Source: an optimization exercise on an open RTL-to-GDS flow (aim: small area). Production flows keep margins and buffers that such runs may drop.
In this exercise RTL edits were held to simulation tests only and were not proved equivalent to the original.
Power figures rest on the tool's default switching activity, not on a simulated workload.

==> flow/design.v (excerpt) <==
module shift_concat(clk, rst, stall, data_in,  valid_bits, msg_fin, data_out, done);
Size in the first run: ~930 cells after synthesis, ~140 I/O pins.
Settings: LEC_CHECK=0, ABC_AREA=0, CAP_MARGIN=20, CORE_MARGIN=2, CORE_UTILIZATION=40, SLEW_MARGIN=20, SYNTH_HIERARCHICAL=1; clock period 5.0 ns.
standard.sh (not shown) runs the stock make flow with config.mk's settings and CLKGATE_MAP_FILE= SYNTH_SCRIPT=/design/flow/synth_recipe.tcl, a recipe that flattens the netlist after the stock synthesis.
==> flow/flow/run.sh <==
#!/bin/bash
# Layout flow: the standard layout (standard.sh) with these changes:
#  - synthesis is the standard flow's own script (synth_recipe.tcl) with ABC's mapping step
#    run as an area-oriented script (flow/abc_area_map.script); the registers
#    and their names are those of the standard synthesis;
#  - the input and output ports are buffered with buf_1 cells;
#  - clock tree synthesis uses clkbuf_8 buffers, clusters of up to 40 sinks and no dummy loads.
# Each ORFS step writes its full log under orfs/logs/; make's own output goes
# to layout.log in the work folder.
set -euo pipefail
W=$(pwd)
F=$W/flow
{ sed "s#@ABC_SCRIPT@#$F/abc_area_map.script#" "$F/abc_override.tcl"; cat "$W/synth_recipe.tcl"; } > "$W/synth_area.tcl"
sed "s#SYNTH_SCRIPT=[^ ]*#SYNTH_SCRIPT=$W/synth_area.tcl#" "$W/standard.sh" > "$W/layout.sh"
grep -q "SYNTH_SCRIPT=$W/synth_area.tcl" "$W/layout.sh"
export BUFFER_PORTS_ARGS="-buffer_cell sky130_fd_sc_hd__buf_1"
export CTS_ARGS="-sink_clustering_enable -repair_clock_nets -dont_use_dummy_load -buf_list sky130_fd_sc_hd__clkbuf_8 -sink_clustering_size 40 -sink_clustering_max_diameter 200"
bash "$W/layout.sh" finish > "$W/layout.log" 2>&1
==> flow/flow/abc_area_map.script <==
strash
dch
map -a
==> flow/flow/abc_override.tcl <==
proc abc {args} {
  set i [lsearch -exact $args -script]
  if {$i >= 0} { lset args [expr {$i + 1}] @ABC_SCRIPT@ }
  yosys abc {*}$args
}
Next try:
--- a/flow/flow/run.sh
+++ b/flow/flow/run.sh
@@ -5,5 +5,5 @@
 #    and their names are those of the standard synthesis;
 #  - the input and output ports are buffered with buf_1 cells;
-#  - clock tree synthesis uses clkbuf_8 buffers, clusters of up to 40 sinks and no dummy loads.
+#  - clock tree synthesis uses a clkbuf_8 root, clkbuf_4 buffers below it and no dummy loads.
 # Each ORFS step writes its full log under orfs/logs/; make's own output goes
 # to layout.log in the work folder.
@@ -15,4 +15,4 @@
 grep -q "SYNTH_SCRIPT=$W/synth_area.tcl" "$W/layout.sh"
 export BUFFER_PORTS_ARGS="-buffer_cell sky130_fd_sc_hd__buf_1"
-export CTS_ARGS="-sink_clustering_enable -repair_clock_nets -dont_use_dummy_load -buf_list sky130_fd_sc_hd__clkbuf_8 -sink_clustering_size 40 -sink_clustering_max_diameter 200"
+export CTS_ARGS="-sink_clustering_enable -repair_clock_nets -dont_use_dummy_load -root_buf sky130_fd_sc_hd__clkbuf_8 -buf_list sky130_fd_sc_hd__clkbuf_4"
 bash "$W/layout.sh" finish > "$W/layout.log" 2>&1
- CORE_UTILIZATION: 40 -> 60
After rerunning: Final area went down by 2.5%; sequential power hardly moves; wire length falls by 4.7%; count of clock-buffer cells in the layout does not change; total power shrinks by 5.6%; global-route usage went up by 11 points; die area shrinks by about 32%.

Setup of main:
The RTL this note starts from:
==> flow/design.v <==
`timescale 1 ns/ 1 ps
module sc_stage #(parameter K = 1, parameter W = 64, parameter FILL = 1'b0) (
  input  [W-1:0]   x,
  input            s,
  input            sn,
  output [W+K-1:0] y
);
  genvar i;
  generate
    for (i = 0; i < W + K; i = i + 1) begin : g
      if (i < K) begin : lo_fill
        if (FILL) assign y[i] = ~(x[i] | s);
        else      assign y[i] = ~(x[i] & sn);
      end else if (i >= W) begin : hi_fill
        if (FILL) assign y[i] = ~(x[i-K] | sn);
        else      assign y[i] = ~(x[i-K] & s);
      end else begin : mux
        assign y[i] = ~((x[i] | s) & (x[i-K] | sn));
      end
    end
  endgenerate
endmodule
module sc_mask (
  input  [63:0] d,
  input  [7:0]  gtH,
  input  [7:0]  geH,
  input  [6:0]  gtL,
  output [63:0] yn
);
  genvar j;
  generate
    for (j = 0; j < 64; j = j + 1) begin : g
      if (j % 8 == 7) begin : top
        assign yn[j] = ~(d[j] & gtH[j/8]);
      end else begin : mid
        assign yn[j] = ~(d[j] & geH[j/8] & (gtH[j/8] | gtL[j%8]));
      end
    end
  endgenerate
endmodule
module sc_merge (
  input  [63:0] sn,
  input  [62:0] hiN,
  input  [63:0] lo,
  input         ovN,
  input         selLo,
  output [63:0] y
);
  genvar i;
  generate
    for (i = 0; i < 64; i = i + 1) begin : g
      if (i < 63) begin : with_hi
        assign y[i] = ~((ovN | hiN[i]) & sn[i] & ~(selLo & lo[i]));
      end else begin : no_hi
        assign y[i] = ~(sn[i] & ~(selLo & lo[i]));
      end
    end
  endgenerate
endmodule
module shift_concat(clk, rst, stall, data_in,  valid_bits, msg_fin, data_out, done);
  input clk;
  input rst;
  input stall;
  input [63:0] data_in;
  input [6:0] valid_bits;
  input msg_fin;
  output done;
  output [63:0] data_out;
  reg [63:0] lo;             
  reg [62:0] hiN;            
  reg [5:0] totalValidBits;
  reg msgFinReg;
  reg overflow;
  reg live;                  
  wire [6:0] validAddition = {1'b0, totalValidBits} + valid_bits;
  wire [2:0] uh = valid_bits[5:3];
  wire [2:0] ul = valid_bits[2:0];
  wire vbZero = (valid_bits[5:0] == 6'd0);
  reg [7:0] gtH, geH;
  reg [6:0] gtL;
  integer j;
  always @* begin
    for (j = 0; j < 8; j = j + 1) begin
      gtH[j] = valid_bits[6] ? vbZero : (uh > j);
      geH[j] = valid_bits[6] ? vbZero : (uh >= j);
    end
    for (j = 0; j < 7; j = j + 1)
      gtL[j] = (ul > j);
  end
  wire [63:0] maskedInputN;
  sc_mask um (.d(data_in), .gtH(gtH), .geH(geH), .gtL(gtL), .yn(maskedInputN));
  wire [5:0] t = totalValidBits;
  wire [5:0] tn = ~totalValidBits;
  wire [64:0]  s0;    
  wire [66:0]  s1;    
  wire [70:0]  s2;    
  wire [78:0]  s3;    
  wire [94:0]  s4;    
  wire [126:0] s5;    
  sc_stage #(.K(1),  .W(64), .FILL(1'b1)) u0 (.x(maskedInputN), .s(t[0]), .sn(tn[0]), .y(s0));
  sc_stage #(.K(2),  .W(65), .FILL(1'b0)) u1 (.x(s0), .s(t[1]), .sn(tn[1]), .y(s1));
  sc_stage #(.K(4),  .W(67), .FILL(1'b1)) u2 (.x(s1), .s(t[2]), .sn(tn[2]), .y(s2));
  sc_stage #(.K(8),  .W(71), .FILL(1'b0)) u3 (.x(s2), .s(t[3]), .sn(tn[3]), .y(s3));
  sc_stage #(.K(16), .W(79), .FILL(1'b1)) u4 (.x(s3), .s(t[4]), .sn(tn[4]), .y(s4));
  sc_stage #(.K(32), .W(95), .FILL(1'b0)) u5 (.x(s4), .s(t[5]), .sn(tn[5]), .y(s5));
  wire [63:0] loNext;
  sc_merge umg (.sn(s5[63:0]), .hiN(hiN), .lo(lo), .ovN(~overflow), .selLo(~overflow & live), .y(loNext));
  assign done = overflow;
  assign data_out = lo;
  always @(posedge clk) begin
    lo <= loNext;
    hiN <= s5[126:64];
  end
  always @(posedge clk, negedge rst) begin
    if (~rst) begin
      totalValidBits <= 6'd0;
      overflow <= 1'b0;
      msgFinReg <= 1'b0;
      live <= 1'b0;
    end else begin
      live <= 1'b1;
      totalValidBits <= msgFinReg ? valid_bits[5:0] : validAddition[5:0];
      overflow <= (msgFinReg && totalValidBits != 6'd0) ? 1'b1 : validAddition[6];
      if (msg_fin)
        msgFinReg <= 1'b1;
      else if (totalValidBits == 6'd0)
        msgFinReg <= 1'b0;
    end
  end
endmodule
export LEC_CHECK = 0
export ABC_AREA = 0
export CAP_MARGIN = 20
export CORE_MARGIN = 2
export CORE_UTILIZATION = 40
export SLEW_MARGIN = 20
export SYNTH_HIERARCHICAL = 1
create_clock -name core_clock -period 5.0 [get_ports {clk}]
==> flow/flow/run.sh <==
#!/bin/bash
# Layout flow: the standard layout (standard.sh) with these changes:
#  - synthesis is the standard flow's own script (synth_recipe.tcl) with ABC's mapping step
#    run as an area-oriented script (flow/abc_area_map.script); the registers
#    and their names are those of the standard synthesis;
#  - the input and output ports are buffered with buf_1 cells;
#  - clock tree synthesis uses clkbuf_8 buffers, clusters of up to 40 sinks and no dummy loads.
# Each ORFS step writes its full log under orfs/logs/; make's own output goes
# to layout.log in the work folder.
set -euo pipefail
W=$(pwd)
F=$W/flow
{ sed "s#@ABC_SCRIPT@#$F/abc_area_map.script#" "$F/abc_override.tcl"; cat "$W/synth_recipe.tcl"; } > "$W/synth_area.tcl"
sed "s#SYNTH_SCRIPT=[^ ]*#SYNTH_SCRIPT=$W/synth_area.tcl#" "$W/standard.sh" > "$W/layout.sh"
grep -q "SYNTH_SCRIPT=$W/synth_area.tcl" "$W/layout.sh"
export BUFFER_PORTS_ARGS="-buffer_cell sky130_fd_sc_hd__buf_1"
export CTS_ARGS="-sink_clustering_enable -repair_clock_nets -dont_use_dummy_load -buf_list sky130_fd_sc_hd__clkbuf_4"
bash "$W/layout.sh" finish > "$W/layout.log" 2>&1
Scripts as last shown in full above: flow/flow/abc_area_map.script, flow/flow/abc_override.tcl
Setup changes, main to the feature branch
- CORE_UTILIZATION changed from 40 to 60
- SLEW_MARGIN changed from 20 to 0
- CAP_MARGIN changed from 20 to 0
==> flow/flow/run.sh <==
#!/bin/bash
# Layout flow: the standard layout (standard.sh) with these changes:
#  - synthesis is the standard flow's own script (synth_recipe.tcl) with ABC's mapping step
#    run as an area-oriented script (flow/abc_area_map.script); the registers
#    and their names are those of the standard synthesis;
#  - the input and output ports are buffered with buf_1 cells;
#  - clock tree synthesis uses a clkbuf_8 root, clkbuf_4 buffers below it and no dummy loads.
# Each ORFS step writes its full log under orfs/logs/; make's own output goes
# to layout.log in the work folder.
set -euo pipefail
W=$(pwd)
F=$W/flow
{ sed "s#@ABC_SCRIPT@#$F/abc_area_map.script#" "$F/abc_override.tcl"; cat "$W/synth_recipe.tcl"; } > "$W/synth_area.tcl"
sed "s#SYNTH_SCRIPT=[^ ]*#SYNTH_SCRIPT=$W/synth_area.tcl#" "$W/standard.sh" > "$W/layout.sh"
grep -q "SYNTH_SCRIPT=$W/synth_area.tcl" "$W/layout.sh"
export BUFFER_PORTS_ARGS="-buffer_cell sky130_fd_sc_hd__buf_1"
export CTS_ARGS="-sink_clustering_enable -repair_clock_nets -dont_use_dummy_load -root_buf sky130_fd_sc_hd__clkbuf_8 -buf_list sky130_fd_sc_hd__clkbuf_4"
bash "$W/layout.sh" finish > "$W/layout.log" 2>&1
==> run summary <==
| peak clock frequency supported by timing | higher: main |. Looking at count of plain and timing-repair buffers in the layout, the feature branch sits 1 lower than main does. Comparing the feature branch and main, the lower critical path arrival was measured on main. Re final-layout worst hold slack: main was higher than the feature branch. From main to the feature branch the numbers moved as follows: via count went up; power dissipated in combinational cells picked up an extra about 2%. Of the two candidates, main has the worse final wirelength and the feature branch the better one.

re-timing with driven ports:
The results above use ideal ports. As a check the final layouts listed here were re-extracted and re-timed, cells and wires unchanged. Step 1 assumes that a clkbuf_16 drives the clock port and a buf_2 every other input. Step 2 adds t to the input delays and takes it off the output delays; t is the mean of the earliest and latest rising clock arrival at the registers after step 1. Input paths then give back, and output paths get back, about the clock's delay inside the block. a / b / c = no drivers / after step 1 / after step 2; a / b = the first two.
| run | t, ns | slack for setup (ns) | worst setup path after step 2 | latest minus earliest clock arrival (ns) | worst register clock-pin slew, ns |
|---|---|---|---|---|---|
| the first run of note 1 | 0.473 | 1.110 / 1.124 / 0.651 | input to register | 0.022 / 0.021 | 0.08 / 0.08 |
| the second run of note 1 | 0.463 | 0.761 / 0.781 / 0.319 | input to register | 0.029 / 0.029 | 0.11 / 0.11 |
| main | 0.561 | 1.190 / 1.202 / 0.641 | input to register | 0.039 / 0.039 | 0.12 / 0.12 |
| the feature branch | 0.469 | 0.787 / 0.805 / 0.336 | input to register | 0.030 / 0.030 | 0.11 / 0.11 |
After both steps every run listed still meets setup and hold. For main, which loses most, drivers alone change the setup slack by +0.012 ns; drivers and shift together by -0.549 ns.
